Background: an optimization exercise with open tools, aiming at small area. Do not read the settings as production practice. At most, simulation tests tie the RTL to the original design; equivalence was not proved. Function not checked in run 2: the RTL went through the layout flow alone. No activity file was given, so power comes from the tool's default toggle rates.

==> design.v <==
`timescale 1ns/1ps
`default_nettype none
module spi_controller #(
    parameter int unsigned CLK_HZ = 100_000_000,
    parameter int SCLK_CYCLES = 10                   
)(
    input wire clk,
    input wire rst,
    input wire start,
    input wire [7:0] data_in,
    output logic busy,
    output logic done,
    output logic sclk,
    output logic copi
);
    localparam int unsigned HALF_PERIOD = SCLK_CYCLES >> 1;
    localparam int unsigned FULL_PERIOD = HALF_PERIOD << 1;
    logic [$clog2(FULL_PERIOD)-1 : 0] div_count;
    logic [7:0] shreg;
    logic [3:0] bits_left;
    logic running;
    always_ff @(posedge clk) begin
        if (rst) begin
            div_count <= '0;
            sclk <= 1'b0;
            shreg <= 8'b0;
            bits_left <= 4'b0;
            running <= 1'b0;
            busy <= 1'b0;
            done <= 1'b0;
            copi <= 1'b0;
        end
        else begin 
            done <= 1'b0;
            if (start && !running) begin
                running <= 1'b1;
                busy <= 1'b1;
                sclk <= 1'b0;
                div_count <= '0;
                shreg <= data_in;
                bits_left <= 4'd8;
                copi <= data_in[7];   
            end
            if (running) begin
                if (HALF_PERIOD == 1 || div_count == HALF_PERIOD-1) begin
                    div_count <= '0;
                    sclk <= ~sclk;
                    if (sclk == 1'b1) begin
                        if (bits_left != 0) begin
                            shreg <= {shreg[6:0], 1'b0};
                            bits_left <= bits_left - 1'b1;
                            copi <= shreg[6];  
                        end
                        if (bits_left == 1) begin
                            running <= 1'b0;
                            busy <= 1'b0;
                            done <= 1'b1;
                            sclk <= 1'b0;  
                        end
                    end
                end else begin
                    div_count <= div_count + 1'b1;
                end
            end
        end
    end
endmodule  
`default_nettype wire
`timescale 1ns/1ps
`default_nettype none
module st7735_init_rom #(
    parameter int unsigned N = 22
)(
    input  wire [$clog2(N)-1:0] idx,
    output logic                 is_data,
    output logic [7:0]           byte_out
);
    always_comb begin
        is_data  = 1'b0;
        byte_out = 8'h00;
        unique case (idx)
            0:  begin is_data=1'b0; byte_out=8'h01; end
            1:  begin is_data=1'b0; byte_out=8'h11; end
            2:  begin is_data=1'b0; byte_out=8'h3A; end
            3:  begin is_data=1'b1; byte_out=8'h05; end
            4:  begin is_data=1'b0; byte_out=8'h36; end
            5:  begin is_data=1'b1; byte_out=8'h00; end
            6:  begin is_data=1'b0; byte_out=8'h2A; end
            7:  begin is_data=1'b1; byte_out=8'h00; end
            8:  begin is_data=1'b1; byte_out=8'h00; end
            9:  begin is_data=1'b1; byte_out=8'h00; end
            10: begin is_data=1'b1; byte_out=8'h7F; end
            11: begin is_data=1'b0; byte_out=8'h2B; end
            12: begin is_data=1'b1; byte_out=8'h00; end
            13: begin is_data=1'b1; byte_out=8'h00; end
            14: begin is_data=1'b1; byte_out=8'h00; end
            15: begin is_data=1'b1; byte_out=8'h9F; end
            16: begin is_data=1'b0; byte_out=8'h13; end
            17: begin is_data=1'b0; byte_out=8'h29; end
            18: begin is_data=1'b0; byte_out=8'h2C; end
            default: begin is_data=1'b0; byte_out=8'h00; end
        endcase
    end
endmodule
`default_nettype wire
`timescale 1ns/1ps
`default_nettype none
module st7735_controller #(
    parameter int unsigned CLK_HZ = 100_000_000,
    parameter int unsigned RESET_LOW_CYCLES   = 2_000_000,
    parameter int unsigned RESET_HIGH_CYCLES  = 2_000_000,
    parameter int unsigned SLPOUT_WAIT_CYCLES = 12_000_000,
    parameter int unsigned TEST_PIXELS        = 20480   
)(
    input  wire        clk,
    input  wire        rst,
    input  wire [3:0]  pattern,    
    output logic       spi_start,
    output logic [7:0] spi_data,
    input  wire        spi_busy,
    input  wire        spi_done,
    output logic       tft_cs,
    output logic       tft_dc,
    output logic       tft_rst
);
    localparam int unsigned INIT_N = 22;
    logic [$clog2(INIT_N)-1:0] init_idx;
    logic rom_is_data;
    logic [7:0] rom_byte;
    st7735_init_rom #(.N(INIT_N)) u_init_rom (
        .idx     (init_idx),
        .is_data (rom_is_data),
        .byte_out(rom_byte)
    );
    logic [15:0] pix_color;
    logic [$clog2(TEST_PIXELS)-1:0] pix_count;
    logic [7:0] x;
    logic [7:0] y;
    always_comb begin
        x = pix_count % 128;
        y = pix_count / 128;
        unique case (pattern)
            4'h0: pix_color = 16'hF800;  
            4'h1: pix_color = 16'h07E0;  
            4'h2: pix_color = 16'h001F;  
            4'h3: pix_color = 16'hFFFF;  
            4'h4: pix_color = (x[4] ^ y[4]) ? 16'hFFFF : 16'h0000;  
            4'h5: pix_color = {x[7:3], 6'b0, 5'b0};  
            4'h6: pix_color = {5'b0, y[7:2], 5'b0};  
            4'h7: pix_color = {5'b0, 6'b0, x[7:3]};  
            4'h8: pix_color = (x < 43) ? 16'hF800 : (x < 86) ? 16'h07E0 : 16'h001F;  
            default: pix_color = {x[7:3], y[7:2], x[7:3]};  
        endcase
    end
    typedef enum logic [4:0] {
        S_RESET_LOW,
        S_RESET_HIGH,
        S_INIT_SEND,
        S_INIT_WAIT,
        S_SLPOUT_DELAY,
        S_RAMWR_CMD_SEND,
        S_RAMWR_CMD_WAIT,
        S_PIX_HI_SEND,
        S_PIX_HI_WAIT,
        S_PIX_LO_SEND,
        S_PIX_LO_WAIT,
        S_IDLE
    } state_t;
    state_t st;
    logic [31:0] delay_cnt;
    logic [3:0] pattern_q;
    always_ff @(posedge clk) begin
        if (rst) begin
            st        <= S_RESET_LOW;
            delay_cnt <= 32'd0;
            init_idx  <= '0;
            spi_start <= 1'b0;
            spi_data  <= 8'h00;
            tft_cs    <= 1'b1;
            tft_dc    <= 1'b1;
            tft_rst   <= 1'b0;
            pix_count <= '0;
            pattern_q <= 4'h0;
        end else begin
            spi_start <= 1'b0;
            pattern_q <= pattern_q;  
            if (pattern != pattern_q) begin
                pattern_q <= pattern;
                if (st == S_IDLE) begin
                    st <= S_RAMWR_CMD_SEND;
                end
            end
            unique case (st)
                S_RESET_LOW: begin
                    tft_cs  <= 1'b1;
                    tft_dc  <= 1'b1;
                    tft_rst <= 1'b0;
                    delay_cnt <= delay_cnt + 1'b1;
                    if (delay_cnt == RESET_LOW_CYCLES-1) begin
                        delay_cnt <= 32'd0;
                        st <= S_RESET_HIGH;
                    end
                end
                S_RESET_HIGH: begin
                    tft_rst <= 1'b1;
                    delay_cnt <= delay_cnt + 1'b1;
                    if (delay_cnt == RESET_HIGH_CYCLES-1) begin
                        delay_cnt <= 32'd0;
                        init_idx  <= '0;
                        st <= S_INIT_SEND;
                    end
                end
                S_INIT_SEND: begin
                    if (!spi_busy) begin
                        tft_cs   <= 1'b0;
                        tft_dc   <= rom_is_data;
                        spi_data <= rom_byte;
                        spi_start<= 1'b1;
                        st <= S_INIT_WAIT;
                    end
                end
                S_INIT_WAIT: begin
                    if (spi_done) begin
                        tft_cs <= 1'b1;
                        if (init_idx == 1) begin
                            delay_cnt <= 32'd0;
                            init_idx  <= init_idx + 1'b1;
                            st <= S_SLPOUT_DELAY;
                        end else if (init_idx == INIT_N-1) begin
                            pix_count <= '0;
                            pattern_q <= pattern;  
                            st <= S_RAMWR_CMD_SEND;
                        end else begin
                            init_idx <= init_idx + 1'b1;
                            st <= S_INIT_SEND;
                        end
                    end
                end
                S_SLPOUT_DELAY: begin
                    delay_cnt <= delay_cnt + 1'b1;
                    if (delay_cnt == SLPOUT_WAIT_CYCLES-1) begin
                        delay_cnt <= 32'd0;
                        st <= S_INIT_SEND;
                    end
                end
                S_RAMWR_CMD_SEND: begin
                    if (!spi_busy) begin
                        tft_cs   <= 1'b0;
                        tft_dc   <= 1'b0;    
                        spi_data <= 8'h2C;   
                        spi_start<= 1'b1;
                        st <= S_RAMWR_CMD_WAIT;
                    end
                end
                S_RAMWR_CMD_WAIT: begin
                    if (spi_done) begin
                        tft_cs    <= 1'b0;  
                        tft_dc    <= 1'b1;  
                        pix_count <= '0;
                        st <= S_PIX_HI_SEND;
                    end
                end
                S_PIX_HI_SEND: begin
                    if (!spi_busy) begin
                        spi_data  <= pix_color[15:8];
                        spi_start <= 1'b1;
                        st <= S_PIX_HI_WAIT;
                    end
                end
                S_PIX_HI_WAIT: begin
                    if (spi_done) begin
                        st <= S_PIX_LO_SEND;
                    end
                end
                S_PIX_LO_SEND: begin
                    if (!spi_busy) begin
                        spi_data  <= pix_color[7:0];
                        spi_start <= 1'b1;
                        st <= S_PIX_LO_WAIT;
                    end
                end
                S_PIX_LO_WAIT: begin
                    if (spi_done) begin
                        if (pix_count == TEST_PIXELS-1) begin
                            tft_cs <= 1'b1;
                            st <= S_IDLE;
                        end else begin
                            pix_count <= pix_count + 1'b1;
                            st <= S_PIX_HI_SEND;
                        end
                    end
                end
                S_IDLE: begin
                    tft_cs <= 1'b1;
                end
                default: st <= S_RESET_LOW;
            endcase
        end
    end
endmodule
`default_nettype wire
`timescale 1ns/1ps
`default_nettype none
module top_level (
    input  wire        clk_100mhz,
    input  wire        btnC,
    input  wire [15:0] sw,
    output logic       tft_sclk,
    output logic       tft_copi,
    output logic       tft_cs,
    output logic       tft_rs,
    output logic       tft_rst,
    output logic       tft_bl
);
    logic rst;
    always_ff @(posedge clk_100mhz) rst <= btnC;
    logic        spi_start;
    logic [7:0]  spi_data;
    logic        spi_busy;
    logic        spi_done;
    assign tft_bl = 1'b1;
    spi_controller #(
        .CLK_HZ(100_000_000),
        .SCLK_CYCLES(10)
    ) u_spi_controller (
        .clk     (clk_100mhz),
        .rst     (rst),
        .start   (spi_start),
        .data_in (spi_data),
        .busy    (spi_busy),
        .done    (spi_done),
        .sclk    (tft_sclk),
        .copi    (tft_copi)
    );
    st7735_controller #(
        .CLK_HZ(100_000_000),
        .RESET_LOW_CYCLES   (2_000_000),
        .RESET_HIGH_CYCLES  (2_000_000),
        .SLPOUT_WAIT_CYCLES (12_000_000),
        .TEST_PIXELS        (20480)  
    ) u_st7735_controller (
        .clk      (clk_100mhz),
        .rst      (rst),
        .pattern  (sw[3:0]),
        .spi_start(spi_start),
        .spi_data (spi_data),
        .spi_busy (spi_busy),
        .spi_done (spi_done),
        .tft_cs   (tft_cs),
        .tft_dc   (tft_rs),
        .tft_rst  (tft_rst)
    );
endmodule
`default_nettype wire
==> run.sh <==
#!/bin/bash
# synth_recipe.tcl (not shown) runs the flow's synth.tcl, then flattens the netlist and writes it again
# the make line also repeats each setting of config.mk as NAME=value (left out here)
make -C /OpenROAD-flow-scripts/flow DESIGN_CONFIG=/design/flow/config.mk WORK_HOME=/design/flow/orfs CLKGATE_MAP_FILE= SYNTH_SCRIPT=/design/flow/synth_recipe.tcl finish
==> config.mk <==
export PLATFORM = sky130hd
export DESIGN_NAME = top_level
export DESIGN_NICKNAME = top_level
export VERILOG_FILES = /design/flow/design.v
export SDC_FILE = /design/flow/constraint.sdc
export NUM_CORES = 4
export LEC_CHECK = 0
export CAP_MARGIN = 20
export CORE_MARGIN = 2
export CORE_UTILIZATION = 40
export SLEW_MARGIN = 20
==> constraint.sdc <==
create_clock -name core_clock -period 10.0 [get_ports {clk_100mhz}]
set_input_delay 2.0000 -clock core_clock [delete_from_list [all_inputs] [get_ports {clk_100mhz}]]
set_output_delay 2.0000 -clock core_clock [all_outputs]
set_load 0.01 [all_outputs]
==> qor.yml, run 1 <==
drt:
  dr.pass1.iters: 5
  viasPerCell: 5.67
  final_antenna_net_count: 0
  drt_iter0_drc: 374
  drc: 0
  num_vias: 5096
  wl_per_cell_um: 14.9
  wirelength_mm: 13.4
power_and_ir_drop:
  ir_drop_uv: 131
  power.density_nw_per_um2: 124
  leakage_nw: 2.24
critical_path:
  start_kind: "register"
  worstPathArrival_ps: 4230
  cp_slowest_stage_delay_ps: 830
  slowest_stage: "dfxtp_1"
  rr_worst_depth: 9
  crit_fanout: 25
  end_kind: "register"
  crit_type: "register to register"
  crit_required_ps: 10280
  cp_cell_sequence: "nor2b_1 -> nand2_1 -> a31oi_1 -> nand2_1 -> a31oi_1 -> ha_1 -> nor2_1 -> or3_1 -> a22oi_1"
layout:
  fillers: 1441
  drive_gt1_share_pct: 6.99
  final_nets: 739
  multi_input_comb_area_um2: 3540
  area_delta_synth_final_pct: 8.79
  ff_latch_area_um2: 2060
  fin_util_pct: 44.1
  layout_commonest_cell: "nor2_1"
  num_antenna_cells: 0
  layout_common_cells: "nor2_1 (107), dfxtp_1 (103), nand2_1 (61)"
floorplanning:
  io_pins: 24
  fp.dieW_um: 125
  core_area_um2: 14400
  die_area_um2: 15500
  std_cell_rows: 44
  die_h_um: 125
  start_util_pct: 40.5
clock_tree:
  post_cts_resize_count: 0
  path_clk_slew_ps: 70
  cts_buffer_depth: 2
  cts_tree: "yes"
  numCtsBuffers: 9
  htree_levels: 3
  cts.sinks: 103
  postCtsHoldBufs: 0
  clock_latency_ps: 360
  post-cts-setup-buffer-count: 0
  clock-root-buffer: "clkbuf_16"
global_routing:
  grt_usage_pct: 17.5
  grt_pass1_vias: 4851
  antenna_found_initial: 0
  grt_max_degree: 44
  grt_pass1_wl_mm: 22.9
  overflow: 0
synthesis:
  syn-num-nets: 750
  synth_seq_cells: 103
  synth-edff-count: 0
  synth_cell_types: 88
  syn_area_um2: 5820
  avgSynthCellArea_um2: 8.08
  async_flop_share_pct: 0
  netlist_instances: 721
  ys_warn_count: 4
  ys.flop_type: "dfxtp_1"
  synth_seq_area_share_pct: 35.4
timing:
  fmax_mhz: 253
  hold_viol: 0
  setup_viol: 0
  post-route-period-util_pct: 39.5
  period_needed_ps: 3950
  slew_headroom_pct: 38.3
  worst_pin_slew_ps: 921
  rsz0062_at_grt: "no"
  finalSetupTns_ps: 0
  slew_violations: 0
  fin_skew_ps: 7.32
placement:
  io_buffers: 10
  globalplace.congestion: 0.894
  place_hpwl_mm: 9.43
flow_run:
  cap_violations: 0
outcome:
  status: "no timing/DRC/antenna violations"
min_path:
  hp-class: "register to register"
  hold_path_depth: 2
[power breakdown]
| part | switching [mW] | internal (mW) |
|---|---|---|
| Combinational | 0.0171 | 0.00931 |
| Sequential | 0.00135 | 0.412 |
| Clock | 0.166 | 0.179 |
[final timing paths]
kind	startpoint	to	slack (ps)
max	u_st7735_controller.st[0]$_SDFF_PP0_	u_st7735_controller.rom_byte[1]$_DFF_P_	6050
min	u_st7735_controller.spi_data[6]$_SDFFE_PP0P_	u_st7735_controller.spi_data[6]$_SDFFE_PP0P_	480
max reg2reg	u_st7735_controller.st[0]$_SDFF_PP0_	u_st7735_controller.rom_byte[1]$_DFF_P_	6050
min reg2reg	u_st7735_controller.spi_data[6]$_SDFFE_PP0P_	u_st7735_controller.spi_data[6]$_SDFFE_PP0P_	480
[final cells by class]
cell class / instances / area share (%)
Multi-Input combinational cell: 562 / 55.9
Clock buffer: 10 / 3.77
Sequential cell: 103 / 32.5
Timing Repair Buffer: 15 / 2.17
Clock inverter: 6 / 0.810
Tap cell: 184 / 3.63
Inverter: 19 / 1.13
[stage by stage]
stage	cells	power [mW]	cell area, um2	hold slack (ps)	setup WS [ps]
2_1_floorplan	721	0.442	5820	446	6540
3_3_place_gp	883	0.449	6040	464	5880
3_5_place_dp	883	0.450	6040	466	5770
4_1_cts	899	0.798	6330	477	6140
5_1_grt	899	0.819	6330	514	5730
6_report	899	0.785	6330	475	6050
[synth_stat cells (3+ instances only)]
master / instances / area share, %
a211oi_1: 5 / 0.64
a21boi_1: 3 / 0.39
a21o_1: 6 / 0.77
a21oi_1: 50 / 4.3
a221oi_1: 3 / 0.45
a22oi_1: 3 / 0.39
a31oi_1: 12 / 1.3
and2_1: 4 / 0.43
and3_1: 16 / 1.7
and4_1: 5 / 0.75
buf_1: 3 / 0.19
buf_2: 6 / 0.52
clkbuf_1: 25 / 1.6
dfxtp_1: 103 / 35
ha_1: 11 / 2.4
inv_1: 17 / 1.1
mux2i_1: 14 / 2.4
nand2_1: 61 / 3.9
nand2b_1: 13 / 1.4
nand3_1: 36 / 3.1
nand4_1: 12 / 1.3
nor2_1: 107 / 6.9
nor2b_1: 16 / 1.7
nor3_1: 13 / 1.1
nor3_2: 4 / 0.69
nor3b_1: 4 / 0.52
nor4_1: 8 / 0.86
nor4b_1: 3 / 0.45
o211a_1: 3 / 0.52
o211ai_1: 6 / 0.77
o21ai_0: 23 / 2.0
o22ai_1: 5 / 0.54
or3_1: 5 / 0.54
xnor2_1: 22 / 3.3
xor2_1: 30 / 4.5
[sequential cells by signal (all words and copies together) (netlist names), 4 cells and up]
signal	cells
u_st7735_controller.delay_cnt	32
u_st7735_controller.pix_count	15
u_st7735_controller.rom_byte	8
u_st7735_controller.spi_data	8
u_spi_controller.shreg	7
u_st7735_controller.init_idx	5
u_st7735_controller.st	5
u_spi_controller.bits_left	4
u_spi_controller.div_count	4
u_st7735_controller.pattern_q	4
[cell families after synthesis]
kind of cell    share of synthesized area (%)
flops                                    35.4
simple gates                             29.5
xor+xnor                                 7.82
buf+inv                                  4.00
compound gates                           18.2
other cells                             0.129
fa+ha+maj                                2.36
mux                                      2.60
[critical path, delay by kind of cell, from the launching register on]
| kind | cells | cell delay, ps |
|---|---|---|
| AOI/OAI and AO/OA | 3 | 1190 |
| DFF | 1 | 830 |
| and+or+nand+nor | 5 | 1500 |
| adders and majority gates | 1 | 370 |
[routing by layer]
layer / global-route usage [%] / wire length (um) / vias to the layer above
met5: 0 / 0 / -
met4: 7.20 / 306 / 0
met3: 3.82 / 540 / 20
met2: 29.5 / 6410 / 104
met1: 21.7 / 6110 / 2429
li1: - / - / 2543
==> inputs of run 2 (changes only) <==
==> design.v (replaced) <==
`timescale 1ns/1ps
`default_nettype none
module top_level (
    input  wire        clk_100mhz,
    input  wire        btnC,
    input  wire [15:0] sw,
    output logic       tft_sclk,
    output logic       tft_copi,
    output logic       tft_cs,
    output logic       tft_rs,
    output logic       tft_rst,
    output logic       tft_bl
);
    localparam logic [24:0] C_RST   = 25'h0a1e41a;
    localparam logic [24:0] C_RSTHI = 25'h0d0f44c;
    localparam logic [24:0] C_B01   = 25'h1000485;
    localparam logic [24:0] C_B01E  = 25'h1000585;
    localparam logic [24:0] C_DLYE  = 25'h01a66a3;
    localparam logic [24:0] C_INIT2 = 25'h1fff586;
    localparam logic [24:0] C_RAMWR = 25'h1ffff86;
    localparam logic [24:0] C_END   = 25'h0500005;
    logic rst;
    always_ff @(posedge clk_100mhz) rst <= btnC;
    logic [24:0] cnt;
    logic        act;
    logic        dc;
    logic        rsth;
    logic [3:0]  pq;
    wire [2:0]  dv = cnt[2:0];
    wire        hf = cnt[3];
    wire [2:0]  bi = cnt[6:4];
    wire [17:0] U  = cnt[24:7];
    wire run   = (dv <= 3'd4);
    wire s_done = (dv == 3'd5);
    wire s_send = (dv == 3'd6);
    wire initr = U[17];
    logic [8:0] rom;
    always_comb begin
        rom = 9'h000;
        case (U[4:0])
            5'd9: rom = 9'h001;
            5'd10: rom = 9'h011;
            5'd11: rom = 9'h03a;
            5'd12: rom = 9'h105;
            5'd13: rom = 9'h036;
            5'd14: rom = 9'h100;
            5'd15: rom = 9'h02a;
            5'd16: rom = 9'h100;
            5'd17: rom = 9'h100;
            5'd18: rom = 9'h100;
            5'd19: rom = 9'h17f;
            5'd20: rom = 9'h02b;
            5'd21: rom = 9'h100;
            5'd22: rom = 9'h100;
            5'd23: rom = 9'h100;
            5'd24: rom = 9'h19f;
            5'd25: rom = 9'h013;
            5'd26: rom = 9'h029;
            5'd27: rom = 9'h02c;
            5'd28: rom = 9'h000;
            5'd29: rom = 9'h000;
            5'd30: rom = 9'h000;
            5'd31: rom = 9'h02c;
            default: rom = 9'h000;
        endcase
    end
    wire [6:0] x = U[7:1];
    wire [7:0] y = U[15:8];
    logic [15:0] col;
    always_comb begin
        case (pq)
            4'h0: col = 16'hF800;
            4'h1: col = 16'h07E0;
            4'h2: col = 16'h001F;
            4'h3: col = 16'hFFFF;
            4'h4: col = (x[4] ^ y[4]) ? 16'hFFFF : 16'h0000;
            4'h5: col = {1'b0, x[6:3], 11'b0};
            4'h6: col = {5'b0, y[7:2], 5'b0};
            4'h7: col = {11'b0, 1'b0, x[6:3]};
            4'h8: col = (x < 7'd43) ? 16'hF800 : (x < 7'd86) ? 16'h07E0 : 16'h001F;
            default: col = {1'b0, x[6:3], y[7:2], 1'b0, x[6:3]};
        endcase
    end
    wire [7:0] pbyte = U[0] ? col[7:0] : col[15:8];
    wire [7:0] byt = initr ? rom[7:0] : pbyte;
    wire       bit_o = byt[~bi];
    wire at_end = (cnt == C_END);
    wire chg    = (sw[3:0] != pq);
    wire e_dly  = !act && (cnt == C_DLYE);
    wire e_redr = !act && at_end && chg;
    always_ff @(posedge clk_100mhz) begin
        if (rst) begin
            cnt  <= C_RST;
            act  <= 1'b0;
            dc   <= 1'b1;
            rsth <= 1'b0;
        end else begin
            if (cnt == C_RSTHI) rsth <= 1'b1;
            if (e_dly) cnt <= C_INIT2;
            else if (e_redr) cnt <= C_RAMWR;
            else if (!at_end) begin
                if (dv == 3'd4) begin
                    cnt[3] <= !hf;
                    if (hf) begin
                        cnt[6:4] <= bi + 1'b1;
                        if (bi == 3'd7) begin
                            cnt[2:0] <= 3'd5;
                            cnt[24:7] <= U + 1'b1;
                        end else cnt[2:0] <= 3'd0;
                    end else cnt[2:0] <= 3'd0;
                end else cnt[2:0] <= dv + 1'b1;
            end
            if (cnt == C_B01 || e_dly || e_redr) act <= 1'b1;
            else if (cnt == C_B01E || at_end) act <= 1'b0;
            if (act && s_send && initr) dc <= rom[8];
            else if (act && s_done && !initr) dc <= 1'b1;
        end
    end
    always_ff @(posedge clk_100mhz)
        if (!act || s_done || s_send) pq <= sw[3:0];
    assign tft_sclk = act && run && hf;
    assign tft_copi = act && run && bit_o;
    assign tft_cs   = !act || (s_send && initr);
    assign tft_rs   = dc;
    assign tft_rst  = rsth;
    assign tft_bl   = 1'b1;
endmodule
`default_nettype wire
==> run 2 against run 1 <==
Still clean. Utilization decreased by 0.41 points. Combinational power decreased by 6%. Global-route usage increased by 1.2 points. Die area decreased by 54%. Cell area decreased by 56%. Critical endpoint is now tft_copi. Largest cell class unchanged. Highest routed layer unchanged.
==> qor.yml, run 2 <==
critical_path:
  crit_type: "register to output port"
  rr_worst_depth: 9  # unchanged
  r2r_end: "cnt[1]$_SDFFE_PP1P_"
  end_kind: "output port"
  r2r_start: "cnt[4]$_SDFFE_PP1P_"
  r2r_slack_ps: 7220  # +1170 ps
  crit_fanout: 9  # -64%
  crit_required_ps: 8000  # -2280 ps
  start_kind: "register"
  worstPathArrival_ps: 3610  # -620 ps
synthesis:
  synth_commonest_cells: "nor2_1 (30), dfxtp_1 (29), nand2_1 (28)"
  ys_warn_count: 1  # -3
  synth_seq_area_share_pct: 26.9  # -8.5 points
  synth_cell_types: 64  # -27%
  syn-num-nets: 357  # -52%
  synth_top_area_cell: "dfxtp_1"
  synth_top_area_share_pct: 22.3  # -13 points
  synthTopCellsByArea: "dfxtp_1 (22%), ha_1 (6.7%), xnor2_1 (5.4%)"
  yosysMostFrequentCell: "nor2_1"
  netlist_instances: 325  # -55%
  syn_area_um2: 2600  # -55%
  avgSynthCellArea_um2: 8.02  # -0.76%
  ys.flop_type: "dfxtp_1"
  async_flop_share_pct: 0  # unchanged
  synth-edff-count: 4  # +4
  synth_seq_cells: 33  # -68%
clock_tree:
  clock-root-buffer: "clkbuf_8"
  path_clk_slew_ps: 70  # about the same
  cts_tree: "yes"
  cts.sinks: 33  # -68%
  htree_levels: 2  # -1
  post_cts_resize_count: 0  # unchanged
  clock_latency_ps: 280  # -80 ps
  cts_buffer_depth: 2  # unchanged
  numCtsBuffers: 5  # -4
  post-cts-setup-buffer-count: 0  # unchanged
  postCtsHoldBufs: 0  # unchanged
timing:
  hold_viol: 0  # unchanged
  post-route-period-util_pct: 56.1  # +17 points
  period_needed_ps: 5610  # +1660 ps
  setup_viol: 0  # unchanged
  finalSetupTns_ps: 0  # unchanged
  fmax_mhz: 178  # -30%
  slew_violations: 0  # unchanged
  rsz0062_at_grt: "no"
  worst_pin_slew_ps: 809  # -112 ps
  slew_headroom_pct: 46.0  # +7.7 points
  fin_skew_ps: 8.28  # +0.957 ps
floorplanning:
  die_area_um2: 7170  # -54%
  die_h_um: 84.7  # -32%
  io_pins: 24  # unchanged
  start_util_pct: 41.3  # +0.73 points
  fp.dieW_um: 84.7  # -32%
  core_area_um2: 6310  # -56%
  std_cell_rows: 29  # -34%
global_routing:
  overflow: 0  # unchanged
  grt_max_degree: 24  # -45%
  grt_pass1_wl_mm: 10.8  # -53%
  grt_pass1_vias: 2008  # -59%
  grt_usage_pct: 18.8  # +1.2 points
  antenna_found_initial: 0  # unchanged
layout:
  layout_commonest_cell: "nor2_1"
  area_delta_synth_final_pct: 5.86
  num_antenna_cells: 0  # unchanged
  largest_reg_flops: 25  # -22%
  drive_gt1_share_pct: 8.52  # +1.5 points
  reg.largest.list: "cnt: 25 flops, pq: 4 flops"
  final_nets: 348  # -53%
  layout_common_cells: "nor2_1 (30), dfxtp_1 (29), nand2_1 (28)"
  largest_register: "cnt"
min_path:
  hold_path_depth: 2  # unchanged
  hp-class: "register to register"
  hold_path_end: "rsth$_SDFFE_PP0N_"
  min-delay-start: "rsth$_SDFFE_PP0N_"
drt:
  wirelength_mm: 6.60  # -51%
  wl_per_cell_um: 16.7  # +13%
  drt_iter0_drc: 321  # -14%
  viasPerCell: 5.96  # +5.2%
  final_antenna_net_count: 0  # unchanged
  dr.pass1.iters: 5  # unchanged
  num_vias: 2349  # -54%
  drc: 0  # unchanged
power_and_ir_drop:
  total_power_uw: 282  # -64%
  power.density_nw_per_um2: 102  # -18%
  ir_drop_uv: 65.7  # -50%
  leakage_nw: 0.996  # -55%
placement:
  globalplace.congestion: 0.890  # -0.45%
  place_hpwl_mm: 4.65  # -51%
  io_buffers: 10  # unchanged
flow_run:
  cap_violations: 0  # unchanged
outcome:
  status: "no timing/DRC/antenna violations"
## run 2: worst max-delay path, stage by stage (launching register included)
cell and delay (ps):
dfxtp_1 590, clkinv_1 370, ha_1 440, o211ai_1 180
a31oi_1 140, a211o_1 350, a211o_1 270, a221oi_1 380
clkdlybuf4s50_1 600
## run 2: through the flow
stage               hold WS (ps)  setup WS, ps  instance area [um2]  instances  utilization [%]
floorplan                    494          5770                 2610        325                -
global placement             462          4790                 2660        386             42.1
detailed placement           472          4800                 2660        386             42.1
CTS                          492          4490                 2760        394             43.7
global route                 551          4240                 2760        394             43.7
finish                       484          4390                 2760        394             43.7
## run 2: logic make-up (layout without fill, tap and decap cells)
group | count (synthesis) | in the layout | synth area share, %
simple gates | 123 | 123 | 26.6
compound gates | 83 | 83 | 20.8
buf+inv | 39 | 31 | 7.44
flops | 33 | 33 | 26.9
xor+xnor | 23 | 23 | 7.73
fa+ha+maj | 15 | 15 | 7.11
mux | 8 | 8 | 3.27
other cells | 1 | 1 | 0.144
## run 2: worst max-delay path by stage
stage,from,to,cells after the start
after floorplan,cnt[7]$_SDFFE_PP0P_,tft_copi,7
after global placement,cnt[7]$_SDFFE_PP0P_,tft_copi,8
after detailed placement,cnt[7]$_SDFFE_PP0P_,tft_copi,8
after CTS,cnt[7]$_SDFFE_PP0P_,tft_copi,8
after global routing,cnt[7]$_SDFFE_PP0P_,tft_copi,9
final,cnt[7]$_SDFFE_PP0P_,tft_copi,8
## run 2: layer usage
layer	wire, um	vias up	GRT usage (%)
met1	3140	1098	28.2
met2	2980	97	27.3
met5	0	-	0
li1	-	1145	-
met4	74	0	5.19
met3	404	9	3.44
## run 2: layout make-up
| class | instances | area [um2] |
|---|---|---|
| clock inverters | 1 | 5.00 |
| clock buffers | 7 | 96.3 |
| fillers | 626 | 3560 |
| multi-input cells | 253 | 1710 |
| well taps | 77 | 96.3 |
| inverters | 13 | 48.8 |
| repair buffers | 10 | 100 |
| flip-flops and latches | 33 | 701 |
## run 2: where the power goes
group / internal, mW / switching, mW
logic: 0.0119 / 0.0130
registers: 0.137 / 0.00711
clock network: 0.0623 / 0.0506

==> what the ideal ports hide <==
The flow's constraints put no driver on any port. The routed layouts listed below were extracted and timed again, unchanged, in two steps.
Step 1 sets driving cells, clkbuf_16 on the clock port and buf_2 on the other inputs (assumed; they add their load-dependent delay and slew).
Step 2 times the ports against the registers' clock, not the clock port: input delays grow and output delays shrink by t, the midpoint of the rising clock arrivals with the driver on.
a / b / c = ideal / step 1 / step 2; a / b = the first two.
run | shift t [ns] | setup slack, ns | cell pins on the clock port's net
run 1 | 0.396 | 6.051 / 6.051 / 5.759 | 1
run 2 | 0.308 | 4.390 / 4.362 / 4.671 | 1
After both steps setup and hold are still met in every run listed. For run 1, which loses most, drivers alone change the setup slack by 0.000 ns; drivers and shift together by -0.292 ns.
